This is an optimization exercise on Yosys and OpenROAD, whose aim is a short achievable clock period and few clock cycles per item, not a production implementation.
Only simulation tests tie the RTL to the original design; equivalence was not proved.
Power figures rest on the tool's default switching activity, not on a simulated workload.

File: flow/run.sh
#!/bin/bash
# synth_recipe.tcl (not shown) runs the flow's synth.tcl, then flattens the netlist and writes it again
# the make line also repeats each setting of config.mk as NAME=value (left out here)
make -C /OpenROAD-flow-scripts/flow DESIGN_CONFIG=/design/flow/config.mk WORK_HOME=/design/flow/orfs CLKGATE_MAP_FILE= SYNTH_SCRIPT=/design/flow/synth_recipe.tcl finish
File: flow/constraint.sdc
create_clock -name core_clock -period 7.0 [get_ports {clk}]
set_input_delay 1.4000 -clock core_clock [delete_from_list [all_inputs] [get_ports {clk}]]
set_output_delay 1.4000 -clock core_clock [all_outputs]
set_load 0.01 [all_outputs]
File: flow/config.mk
export PLATFORM = sky130hd
export DESIGN_NAME = CPU
export DESIGN_NICKNAME = CPU
export VERILOG_FILES = /design/flow/design.v
export SDC_FILE = /design/flow/constraint.sdc
export NUM_CORES = 4
export LEC_CHECK = 0
export CAP_MARGIN = 20
export CORE_MARGIN = 2
export CORE_UTILIZATION = 40
export SLEW_MARGIN = 20
File: flow/design.v
module CPU (clk, reset, in, out, N, V, Z, w, mem_cmd, mem_addr, reg_out);
	input clk, reset;
	input [15:0] in;
	output logic [15:0] out;
	output logic N, V, Z, w;
	output logic [1:0] mem_cmd;
	output logic [8:0] mem_addr;
	output logic [127:0] reg_out;
	logic [15:0] R [0:7];
	logic halted;
	logic [8:0] fa;         
	logic [8:0] ia;         
	logic       inv;        
	logic [15:0] IR;
	logic        IRv;
	logic [8:0]  tgt;       
	logic [7:0]  pp;        
	logic       ldwb;
	logic [2:0] ld_rd;
	genvar gi;
	generate
		for (gi = 0; gi < 8; gi = gi + 1) begin : g_ro
			assign reg_out[gi*16 +: 16] = R[gi];
		end
	endgenerate
	wire [2:0] opcode = IR[15:13];
	wire [1:0] op     = IR[12:11];
	wire [2:0] rn     = IR[10:8];
	wire [2:0] rd     = IR[7:5];
	wire [2:0] rm     = IR[2:0];
	wire [1:0] sh     = IR[4:3];
	wire ex      = IRv & ~halted & ~ldwb;
	wire is_movi = (opcode == 3'b110) & (op == 2'b10);
	wire is_movr = (opcode == 3'b110) & (op != 2'b10);
	wire is_alu  = (opcode == 3'b101);
	wire is_cmp  = is_alu & (op == 2'b01);
	wire is_ldr  = (opcode == 3'b011);
	wire is_str  = (opcode == 3'b100);
	wire is_b    = (opcode == 3'b001);
	wire is_bl   = (opcode == 3'b010) & op[0];
	wire is_bx   = (opcode == 3'b010) & ~op[0];
	wire is_halt = (opcode == 3'b111);
	wire [15:0] rn_v = R[rn];
	wire [15:0] rd_v = R[rd];
	wire [15:0] rm_v = R[rm];
	function automatic [15:0] shf(input [15:0] x, input [1:0] s);
		case (s)
			2'b00: shf = x;
			2'b01: shf = {x[14:0], 1'b0};
			2'b10: shf = {1'b0, x[15:1]};
			default: shf = {x[15], x[15:1]};
		endcase
	endfunction
	wire [15:0] bv = shf(rm_v, sh);
	wire [15:0] sum  = rn_v + bv;
	wire [15:0] diff = rn_v - bv;
	logic [15:0] res;
	always_comb begin
		if (is_movi)               res = {{8{IR[7]}}, IR[7:0]};
		else if (is_movr)          res = bv;
		else if (op == 2'b10)      res = rn_v & bv;
		else if (op == 2'b11)      res = ~bv;
		else                       res = sum;
	end
	logic cond;
	always_comb begin
		case (rn)
			3'b000: cond = 1'b1;
			3'b001: cond = Z;
			3'b010: cond = ~Z;
			3'b011: cond = N ^ V;
			3'b100: cond = (N ^ V) | Z;
			default: cond = 1'b0;
		endcase
	end
	wire take_b  = ex & ((is_b & cond) | is_bl);
	wire take_bx = ex & is_bx;
	wire do_ldr  = ex & is_ldr;
	wire do_str  = ex & is_str;
	wire [8:0] saddr = rn_v[8:0] + {{4{IR[4]}}, IR[4:0]};
	always_comb begin
		if (do_ldr | do_str) mem_addr = saddr;
		else if (take_b)     mem_addr = tgt;
		else if (take_bx)    mem_addr = rd_v[8:0];
		else                 mem_addr = fa;
	end
	assign mem_cmd = do_str ? 2'b10 : 2'b01;
	assign out = shf(rd_v, sh);
	assign w = halted | (IRv & ~ldwb & is_halt);
	logic       we;
	logic [2:0] wa;
	logic [15:0] wd;
	always_comb begin
		we = 1'b0; wa = rd; wd = res;
		if (ldwb) begin
			we = 1'b1; wa = ld_rd; wd = in;
		end else if (ex) begin
			if (is_movi)               begin we = 1'b1; wa = rn; end
			else if (is_movr)          begin we = 1'b1; wa = rd; end
			else if (is_alu & ~is_cmp) begin we = 1'b1; wa = rd; end
			else if (is_bl)            begin we = 1'b1; wa = rn; wd = {8'b0, pp}; end
		end
	end
	always_ff @(posedge clk) begin
		if (we) R[wa] <= wd;
		if (ex & is_cmp) begin
			N <= diff[15];
			Z <= (diff == 16'b0);
			V <= (rn_v[15] ^ bv[15]) & (diff[15] ^ rn_v[15]);
		end
	end
	wire [7:0] in_p   = ia[7:0] + 8'd1;
	wire [8:0] in_tgt = {1'b0, in_p} + {in[7], in[7:0]};
	always_ff @(posedge clk) begin
		if (reset) begin
			fa     <= 9'd0;
			inv    <= 1'b0;
			IRv    <= 1'b0;
			ldwb   <= 1'b0;
			halted <= 1'b0;
		end else begin
			ldwb <= do_ldr;
			if (ex & is_halt) halted <= 1'b1;
			if (do_str) begin
				inv <= 1'b0;
				IRv <= 1'b0;
				if (inv) fa <= ia;
			end else if (do_ldr) begin
				inv <= 1'b0;
				IRv <= inv;
			end else if (take_b | take_bx) begin
				fa  <= mem_addr + 9'd1;
				inv <= 1'b1;
				IRv <= 1'b0;
			end else begin
				fa  <= fa + 9'd1;
				inv <= 1'b1;
				if (!ldwb) IRv <= inv;
			end
		end
	end
	always_ff @(posedge clk) begin
		if (do_ldr) ld_rd <= rd;
		if (!(do_str | do_ldr | take_b | take_bx)) ia <= fa;
		else if (take_b | take_bx) ia <= mem_addr;
		if (~ldwb) begin
			IR  <= in;
			tgt <= in_tgt;
			pp  <= in_p;
		end
	end
endmodule
==> notes.md <==
worst max-delay path: cells and delay by family, from the launching register on:
family                   cells  cell delay [ps]
flip-flops                   1              560
multiplexers                 2              770
adder cells (fa/ha/maj)      2              660
XOR/XNOR                     1              260
AO/OA/AOI/OAI                7             1180
buffers and inverters        2              660
through the flow:
| stage | total power (W) | util, % | worst slack (ps) |
|---|---|---|---|
| 2_1_floorplan | 0.00208 | - | 1270 |
| 3_3_place_gp | 0.00238 | 47.6 | 1570 |
| 3_5_place_dp | 0.00238 | 47.6 | 1550 |
| 4_1_cts | 0.00342 | 49.5 | 1050 |
| 5_1_grt | 0.00356 | 49.5 | 751 |
| 6_report | 0.00342 | 49.5 | 1060 |
final cells by class:
cell class	count	area, µm²	share of cell area (%)
inverter	44	165	1.02
sequential	198	5730	35.4
clock inverter	14	188	1.16
timing repair buffer	204	1970	12.2
clock buffer	18	429	2.65
multi-input combinational	799	7160	44.2
tap	442	553	3.41
power by group through the flow:
stage	clock network, W	logic [W]	registers [W]
6_report	0.00104	0.000906	0.00147
4_1_cts	0.00105	0.000893	0.00147
2_1_floorplan	0	0.000621	0.00146
3_3_place_gp	0	0.000881	0.00150
5_1_grt	0.00110	0.000980	0.00148
3_5_place_dp	0	0.000887	0.00150
layer usage:
metal  track usage [%]  vias up
met4              8.42        0
met1              37.2     5330
met3              4.98       64
li1                  -     4629
met2              41.3      539
met5                 0        -
sequential cells by signal, indices dropped and copies added (netlist names), 3 cells and up, named ones only:
| name | flops |
|---|---|
| R | 128 |
| IR | 16 |
| fa | 9 |
| ia | 9 |
| tgt | 9 |
| pp | 8 |
| ld_rd | 3 |
cells in the mapped netlist, types with 8 or more instances:
cell type	instances
edfxtp_1	176
a21oi_1	81
a21o_1	9
mux2_2	47
o221ai_1	8
buf_2	8
nand2b_1	9
clkbuf_1	45
mux4_2	96
ha_1	51
nor3_1	23
nand2_1	83
xor2_1	12
dfxtp_1	22
o21ai_0	64
nand3_1	13
nor2_1	83
buf_1	11
xnor2_1	35
mux2i_1	38
inv_1	44
nor2b_1	8
o22ai_1	9
o21bai_1	12
o31ai_1	9
a211oi_1	9
how the worst max path moves through the flow:
stage	startpoint	to	slack (ps)	cells after the start
finish	flop	mem_addr[8]	1060	14
global placement	flop	mem_addr[8]	1570	14
global route	flop	mem_addr[8]	750	14
floorplan	flop	mem_addr[8]	1270	16
detailed placement	flop	mem_addr[8]	1550	14
CTS	flop	mem_addr[8]	1050	14
cell families (layout without fill, tap and decap cells):
logic type | count (synthesis) | count (layout) | share of synthesized area, %
adder cells (fa/ha/maj) | 55 | 55 | 5.39
multiplexers | 181 | 181 | 23.0
flip-flops | 198 | 198 | 43.0
AO/OA/AOI/OAI | 263 | 263 | 12.9
XOR/XNOR | 48 | 48 | 3.27
AND/OR/NAND/NOR | 252 | 252 | 8.84
buffers and inverters | 115 | 280 | 3.60
==> notes.md <==
status complete, no violations; critical path's largest stage delay 560 ps; DP HPWL 34100 µm; GRT Util Overall 26.4%; via count about 11000; r2r setup slk 1580 ps; Final period util a little over four fifths; Syn Nets 1185; cts hold-fix bufs 0; Iter 0 DRT Violations approximately 1100; post-cts resize count 0; cell count of the worst reg-to-reg path 18; MaxCap Viol Count 0; Final GP Congestion 0.963; Comb pwr share 26.5%; initial antenna violation count 1; Clock Skew about 11 ps; final hold vios 0; largest fanout on the critical path 11; starting density of the core between 40% and 50%; Slew HR approximately a quarter; Pint 0.00233 W; total CTS buffers 17; area grow syn2layout 21.5%; vias in the first global route between 10000 and 15000; highest routed metal layer met4; first-pass GRT wire length roughly 70000 µm; port bufs 176; vias per std cell around 6.1; placed cell count 1687; CTS tree done; critical path cell sequence mux4_2, mux2i_1, inv_1, ha_1, fa_1, a21o_1, a21oi_1, o21bai_1, a21oi_1, o21bai_1, a21oi_1, xor3_1, o21ai_0, clkdlybuf4s50_1; antenna fix cells 0; pin count of the biggest net entering global routing 50; Avg Synthesized Cell Area 12.0 µm²; clock slew seen by the registers of the worst setup and hold paths ~80 ps; width of the die between 150 and 200 µm; Site Rows 66; sw frac between 30% and 40%; fin cells 1719; Post-synth EDFFs 176; fin crit period 5940 ps; arrival time worst endpoint 4540 ps; Cells after Synth 1112; VDD IR-drop max 146 µV; Clk pwr share approximately 31%; Setup Total Neg Slack 0 ps; Async S/R FF share, synth 0%; sequential fraction of design power 43.0%; core area 32700 µm²; met2 wire length 21300 µm; cell area after layout about 16000 µm²; Met3 Routed Length 3840 µm; Sw Pwr 0.00109 W; Clock Tree Root clkbuf_16; full die area 34800 µm²; Setup-failing EPs final 0; Slew @ Worst Pin 1110 ps; Pwr Density 211 nW/µm²; synth top area cells edfxtp_1, mux4_2, ha_1, mux2_2, dfxtp_1; gr ovfl total 0; Pins Over Slew Limit 0; Synth cell types 79; Synth warnings 1; post-synth top area share 39.7%; most frequent CP cell a21oi_1; ratio of cells with drive above 1 in the final layout about a fifth; # IOs 177; met1 WL a little under 20000 µm; H-tree depth 4; Worst Path Required 5600 ps; Post-Route WL 45900 µm; min-delay src fa[3]; register area share after synthesis 43.0%; hold slack 502 ps; fillers just under 3000; Setup CP Type reg2out; mapped cell area 13300 µm²; hold depth 2; Die Ht 187 µm; crit end category output port; clk latency of the worst-skew pair 450 ps; DR WL/cell roughly 27 µm; commonest cells after routing, fill and taps aside edfxtp_1, clkdlybuf4s50_1, mux4_2; worst hold path type reg2reg; post-CTS setup buffers 0; DR pass1 iterations 6; antenna-violating nets left 0; FF+latch count, synth 198; Peak Freq around 170 MHz; Max Buffers Root-to-Sink 2; Worst Setup Start Kind flop; Final #Nets 1337; Sink Count 198; Static Leak 5.74 nW; largest area contributor in the netlist edfxtp_1; Worst Hold End fa[3]; placed cell area 15600 µm²; Residual DRC 0; RSZ-0062 raised after global routing false; slowest CP cell dfxtp_2; main flop type after synthesis edfxtp_1; reg-to-reg endpoint R[5][11]
Testbench counts, summed over its fixed seeds: cycles 9,396, instrs 6,884.

[port drivers added, routing unchanged]
In the flow no input, the clock included, has a driving cell. The finished layout below was timed again as built, in two steps. Step 1 assumes that a clkbuf_16 drives the clock port and a buf_2 every other input. Step 2 also shifts input and output timing later by t, the mid clock arrival at the registers, as if the neighbouring blocks saw the same clock. a / b / c = ideal / step 1 / step 2; a / b = the first two.
t, ns: 0.496
setup slack, ns: 1.056 / 1.004 / 1.501
clock arrival spread, ns: 0.011 / 0.011
worst data-port slew with drivers (ns): 0.04
After both steps setup and hold are still met in this run. The setup slack of this run moves by -0.052 ns with the drivers and by +0.445 ns with both steps.
